Background: an optimization exercise with open tools, aiming at small area. Do not read the settings as production practice. Function was checked by simulation only, so behaviour that the tests miss may differ from the original. No driver is modelled on the clock port, so clock power and skew are understated where the tree is cut down; a real chip needs a root buffer or a tree. Power and IR drop assume default switching activity.

==> flow/design.v <==
`timescale 1ns / 1ps
module UART(
    input clk,
    input rst,
    input start,
    input [7:0] tx_in,
    input rx,
    output tx,
    output [7:0] rx_output,
    output rx_done,
    output tx_done
);
    reg [3:0] q;
    reg [3:0] j;
    reg [7:0] tdata;
    reg tmux;
    wire t_idle = (q[3] & ~j[1] & ~j[2] & ~j[3]);
    wire t_end = (j[2] & j[3]);
    wire t_load = rst | t_end | (t_idle & ~start);
    wire q_wrap = (q[1] & q[2]);
    wire [3:0] q_nx = {((q[2])), ((q[1])), ((q[0])), ((q[0] & q[3]) | (~q[0] & ~q[2] & ~q[3]) | (~q[0] & ~q[1] & ~q[3]))};
    wire [3:0] j_tg = {((j[0] & j[1] & j[2])), ((j[0] & j[1])), ((j[0])), (1'b1)};
    always @(*) begin
        case ({j[2], j[1], j[0]})
            3'd0: tmux = tdata[5];
            3'd1: tmux = tdata[6];
            3'd2: tmux = tdata[7];
            3'd3: tmux = tdata[0];
            3'd4: tmux = tdata[1];
            3'd5: tmux = tdata[2];
            3'd6: tmux = tdata[3];
            3'd7: tmux = tdata[4];
            default: tmux = 1'b1;
        endcase
    end
    always @(posedge clk) begin
        q <= t_load ? 4'd9 : q_nx;
        j <= t_load ? 4'd1 : (j ^ ({4{q_wrap}} & j_tg));
        if (t_idle) tdata <= tx_in;
    end
    assign tx = (((j[0] & j[1]) | (j[3]) | (j[2])) & tmux) | (j[0] & j[1] & j[3]) | (j[2] & j[3]) | (q[0] & ~j[1] & ~j[2] & ~j[3]);
    assign tx_done = (q[0] & q[1] & j[0] & j[1] & j[3]);
    reg [3:0] p;
    reg [3:0] i;
    reg [7:0] rdata;
    wire r_idle = (p[2] & p[3] & ~i[0] & ~i[1] & ~i[2] & ~i[3]);
    wire r_end = (i[0] & i[1] & i[3]);
    wire r_load = rst | r_end | (r_idle & rx);
    wire p_wrap = (~p[0] & ~p[1] & ~p[2] & ~p[3]);
    wire [3:0] p_nx = {((p[2])), ((p[1])), ((p[0])), ((~p[1] & ~p[2] & ~p[3]) | (~p[0] & ~p[2] & ~p[3]) | (p[2] & p[3]))};
    wire [3:0] i_tg = {((i[0] & i[1] & i[2])), ((i[0] & i[1])), ((i[0])), (1'b1)};
    always @(posedge clk) begin
        p <= r_load ? 4'd12 : p_nx;
        i <= r_load ? 4'd0 : (i ^ ({4{p_wrap}} & i_tg));
        if (p_wrap & ((~i[3]) | (~i[0]))) rdata <= {rx, rdata[7:1]};
    end
    assign rx_output = rdata;
    assign rx_done = (p[0] & p[3] & i[1] & i[3]);
endmodule
==> flow/config.mk <==
export PLATFORM = sky130hd
export DESIGN_NAME = UART
export DESIGN_NICKNAME = UART
export VERILOG_FILES = /design/flow/design.v
export SDC_FILE = /design/flow/constraint.sdc
export NUM_CORES = 4
export LEC_CHECK = 0
export CAP_MARGIN = 20
export CORE_AREA = 3 3 63 63
export DIE_AREA = 0 0 66 66
export GPL_TIMING_DRIVEN = 0
export SLEW_MARGIN = 20
==> flow/constraint.sdc <==
create_clock -name core_clock -period 10.0 [get_ports {clk}]
set_input_delay 2.0000 -clock core_clock [delete_from_list [all_inputs] [get_ports {clk}]]
set_output_delay 2.0000 -clock core_clock [all_outputs]
set_load 0.01 [all_outputs]
standard.sh (not shown) runs the stock make flow with config.mk's settings and CLKGATE_MAP_FILE= SYNTH_SCRIPT=/design/flow/synth_recipe.tcl, a recipe that flattens the netlist after the stock synthesis.
==> flow/flow/run.sh <==
#!/bin/bash
# Own flow: the standard layout (standard.sh), with three changes:
#  - synthesis maps the logic with an area-oriented abc script (flow/area.abc);
#  - port buffers are sky130_fd_sc_hd__buf_1 instead of the default choice;
#  - the clock is buffered by flow/my_cts.tcl (a few clock buffers, each
#    driving one cluster of flip-flops) in place of TritonCTS.
# Each tool's output goes to a log file of its own in this folder.
set -euo pipefail
export MY_WORK="$PWD"
export MY_ABC_SCRIPT="$PWD/flow/area.abc"
ARGS=(SYNTH_SCRIPT="$PWD/flow/my_synth.tcl" BUFFER_PORTS_ARGS="-buffer_cell sky130_fd_sc_hd__buf_1")
bash standard.sh "${ARGS[@]}" place > flow_place.log 2>&1
RES="$PWD/orfs/results/sky130hd/UART/base"
MY_RESULTS="$RES" PLATFORM_DIR="$FLOW_HOME/platforms/sky130hd" CLK_K=2 CLK_BUF=sky130_fd_sc_hd__clkbuf_8 \
  openroad -no_init -exit flow/my_cts.tcl > flow_cts.log 2>&1
bash standard.sh "${ARGS[@]}" finish > flow_finish.log 2>&1
Other scripts of this flow, unchanged in this note and not shown: flow/flow/area.abc, flow/flow/my_cts.tcl, flow/flow/my_synth.tcl
Then changed:
Settings changed: CAP_MARGIN 20 to 0, SLEW_MARGIN 20 to 0.
The new run finished with timing, DRC and antenna clean.
Total power hardly moves.
Die area stays the same.
Maximum frequency stays flat.
Sequential cell count stays the same.
Sequential share of layout area goes up by 0.23 points.
Area after synthesis is unchanged.
Then changed:
Settings changed: CAP_MARGIN 0 to 20, GPL_TIMING_DRIVEN 0 to not set, SLEW_MARGIN 0 to 20.
After rerunning:
- die area is unchanged
- worst setup slack gains 0.0041 ns
- routed wire length shrinks by 1.2%
- total power went up by 1.0%
- register-to-register slack gets better by 0.24 ns
- fmax barely changes
- core utilization barely changes
- final area barely changes
- first-iteration DRC count fell by 39%
- sequential share of layout area is about the same
In every run of this note, the design's own scripts or RTL, not TritonCTS, make the clock network.

* * *

oak:
UART, a different RTL version from the one above (not shown whole).
For scale: about 84 cells after synthesis, ~23 I/O pins, ~1100 um2 of cells after synthesis.
==> flow/config.mk <==
export PLATFORM = sky130hd
export DESIGN_NAME = UART
export DESIGN_NICKNAME = UART
export VERILOG_FILES = /design/flow/design.v
export SDC_FILE = /design/flow/constraint.sdc
export NUM_CORES = 4
export LEC_CHECK = 0
export CAP_MARGIN = 0
export CORE_AREA = 3 3 63 63
export DIE_AREA = 0 0 66 66
export GPL_TIMING_DRIVEN = 0
export SLEW_MARGIN = 0
==> flow/constraint.sdc <==
create_clock -name core_clock -period 10.0 [get_ports {clk}]
set_input_delay 2.0000 -clock core_clock [delete_from_list [all_inputs] [get_ports {clk}]]
set_output_delay 2.0000 -clock core_clock [all_outputs]
set_load 0.01 [all_outputs]
==> flow/flow/run.sh <==
#!/bin/bash
# Own flow: the standard layout (standard.sh), with three changes:
#  - synthesis maps the logic with an area-oriented abc script (flow/area.abc);
#  - port buffers are sky130_fd_sc_hd__buf_1 instead of the default choice;
#  - the clock is buffered by flow/my_cts.tcl (a few clock buffers, each
#    driving one cluster of flip-flops) in place of TritonCTS.
# Each tool's output goes to a log file of its own in this folder.
set -euo pipefail
export MY_WORK="$PWD"
export MY_ABC_SCRIPT="$PWD/flow/area.abc"
ARGS=(SYNTH_SCRIPT="$PWD/flow/my_synth.tcl" BUFFER_PORTS_ARGS="-buffer_cell sky130_fd_sc_hd__buf_1")
bash standard.sh "${ARGS[@]}" place > flow_place.log 2>&1
RES="$PWD/orfs/results/sky130hd/UART/base"
MY_RESULTS="$RES" PLATFORM_DIR="$FLOW_HOME/platforms/sky130hd" CLK_K=1 CLK_BUF=sky130_fd_sc_hd__clkbuf_16 \
  openroad -no_init -exit flow/my_cts.tcl > flow_cts.log 2>&1
bash standard.sh "${ARGS[@]}" finish > flow_finish.log 2>&1
==> flow/flow/my_cts.tcl <==
# Clock buffering in place of TritonCTS: the clock port drives CLK_K buffers
# (CLK_BUF cells), each driving one cluster of the flip-flops (k-means on
# their placed locations). Then legalise, and write the CTS step's results.
set P $::env(PLATFORM_DIR)
read_lef $P/lef/sky130_fd_sc_hd.tlef
read_lef $P/lef/sky130_fd_sc_hd_merged.lef
read_liberty $P/lib/sky130_fd_sc_hd__tt_025C_1v80.lib
read_db $::env(MY_RESULTS)/3_place.odb
read_sdc $::env(MY_RESULTS)/3_place.sdc
source $P/setRC.tcl

set block [ord::get_db_block]
set db [ord::get_db]
set K $::env(CLK_K)
set master [$db findMaster $::env(CLK_BUF)]
set clkport [$block findBTerm clk]
set clknet [$clkport getNet]
set sinks {}
foreach it [$clknet getITerms] { lappend sinks $it }
puts "clock sinks: [llength $sinks]"

# k-means on sink locations
set pts {}
foreach it $sinks {
  set b [[$it getInst] getBBox]
  lappend pts [list [expr {([$b xMin] + [$b xMax]) / 2.0}] [expr {([$b yMin] + [$b yMax]) / 2.0}]]
}
set n [llength $pts]
set sorted [lsort -real -index 0 $pts]
set cents {}
for {set k 0} {$k < $K} {incr k} {
  lappend cents [lindex $sorted [expr {int(($k + 0.5) * $n / $K)}]]
}
for {set iter 0} {$iter < 50} {incr iter} {
  set assign {}
  foreach p $pts {
    set best 0; set bd 1e30
    for {set k 0} {$k < $K} {incr k} {
      set c [lindex $cents $k]
      set d [expr {abs([lindex $p 0] - [lindex $c 0]) + abs([lindex $p 1] - [lindex $c 1])}]
      if {$d < $bd} { set bd $d; set best $k }
    }
    lappend assign $best
  }
  set new {}
  for {set k 0} {$k < $K} {incr k} {
    set sx 0.0; set sy 0.0; set c 0
    foreach p $pts a $assign { if {$a == $k} { set sx [expr {$sx + [lindex $p 0]}]; set sy [expr {$sy + [lindex $p 1]}]; incr c } }
    if {$c > 0} { lappend new [list [expr {$sx / $c}] [expr {$sy / $c}]] } else { lappend new [lindex $cents $k] }
  }
  set cents $new
}
for {set k 0} {$k < $K} {incr k} {
  set inst [odb::dbInst_create $block $master clkbuf_my_$k]
  set net [odb::dbNet_create $block clknet_my_$k]
  $net setSigType CLOCK
  [$inst findITerm A] connect $clknet
  [$inst findITerm X] connect $net
  set c [lindex $cents $k]
  $inst setLocation [expr {int([lindex $c 0])}] [expr {int([lindex $c 1])}]
  $inst setPlacementStatus PLACED
  set cnt 0
  foreach it $sinks a $assign { if {$a == $k} { $it disconnect; $it connect $net; incr cnt } }
  puts "buffer $k at $c drives $cnt sinks"
}
set_placement_padding -global -left 0 -right 0
detailed_placement
check_placement -verbose
set_propagated_clock [all_clocks]
estimate_parasitics -placement
set sl {}
foreach p [get_pins -hierarchical */CLK] { lappend sl [get_property $p slew_max] }
puts "max clock pin slew (placement estimate): [lindex [lsort -real $sl] end]"
report_clock_skew
report_worst_slack -min
report_worst_slack -max
write_db $::env(MY_RESULTS)/4_1_cts.odb
write_sdc $::env(MY_RESULTS)/4_cts.sdc
Other scripts of this flow, unchanged in this note and not shown: flow/flow/area.abc, flow/flow/my_synth.tcl
oak went all the way through synthesis, placement and routing and the layout is clean on timing, DRC and antenna.
What pine does differently from oak at the input level:
--- a/flow/flow/run.sh
+++ b/flow/flow/run.sh
@@ -13,3 +13,3 @@
 RES="$PWD/orfs/results/sky130hd/UART/base"
-MY_RESULTS="$RES" PLATFORM_DIR="$FLOW_HOME/platforms/sky130hd" CLK_K=1 CLK_BUF=sky130_fd_sc_hd__clkbuf_16 \
+MY_RESULTS="$RES" PLATFORM_DIR="$FLOW_HOME/platforms/sky130hd" CLK_K=1 CLK_BUF=sky130_fd_sc_hd__buf_12 \
   openroad -no_init -exit flow/my_cts.tcl > flow_cts.log 2>&1
==> notes.md <==
No run among oak and pine stopped early or left any final violation; all are clean. Reported for oak and pine, sequential standard cell area turned out identical to the last digit. From pine to oak, final estimated routing congestion in global placement did not move at all. Summary of pine over oak: worst hold slack held steady; clock share of power went down 0.9 points; time the final worst path needs with I/O delays and setup lower; final critical-path setup slack higher; first-iteration DRC count increased 4. Status: detail-routed via count per cell parity (oak, pine).
In every run of this note, the design's own scripts or RTL, not TritonCTS, make the clock network.

separate check: timing with driven ports:
The flow's constraints put no driver on any port. The routed layouts listed below were extracted and timed again, unchanged, in two steps.
Step 1 (the two cells are an assumption about what drives the block):
set clk [get_ports {clk}]
set_driving_cell -lib_cell sky130_fd_sc_hd__clkbuf_16 $clk
set_driving_cell -lib_cell sky130_fd_sc_hd__buf_2 [delete_from_list [all_inputs] $clk]
Step 2 also shifts input and output timing later by t, the mid clock arrival at the registers, as if the neighbouring blocks saw the same clock.
Three values: no drivers, after step 1, after step 2; two values: the first two.
run | shift t [ns] | slack for setup (ns) | worst register clock-pin slew, ns | worst data-port slew with drivers (ns) | cell pins on the clock port's net
the first run of note 1 | 0.184 | 6.526 / 6.491 / 6.675 | 0.09 / 0.09 | 0.03 | 2
the second run of note 1 | 0.183 | 6.523 / 6.488 / 6.671 | 0.10 / 0.10 | 0.03 | 2
the third run of note 1 | 0.186 | 6.527 / 6.493 / 6.679 | 0.10 / 0.10 | 0.03 | 2
oak | 0.196 | 6.395 / 6.367 / 6.562 | 0.11 / 0.11 | 0.03 | 1
pine | 0.172 | 6.419 / 6.389 / 6.561 | 0.11 / 0.11 | 0.03 | 1
After both steps every run listed still meets setup and hold.
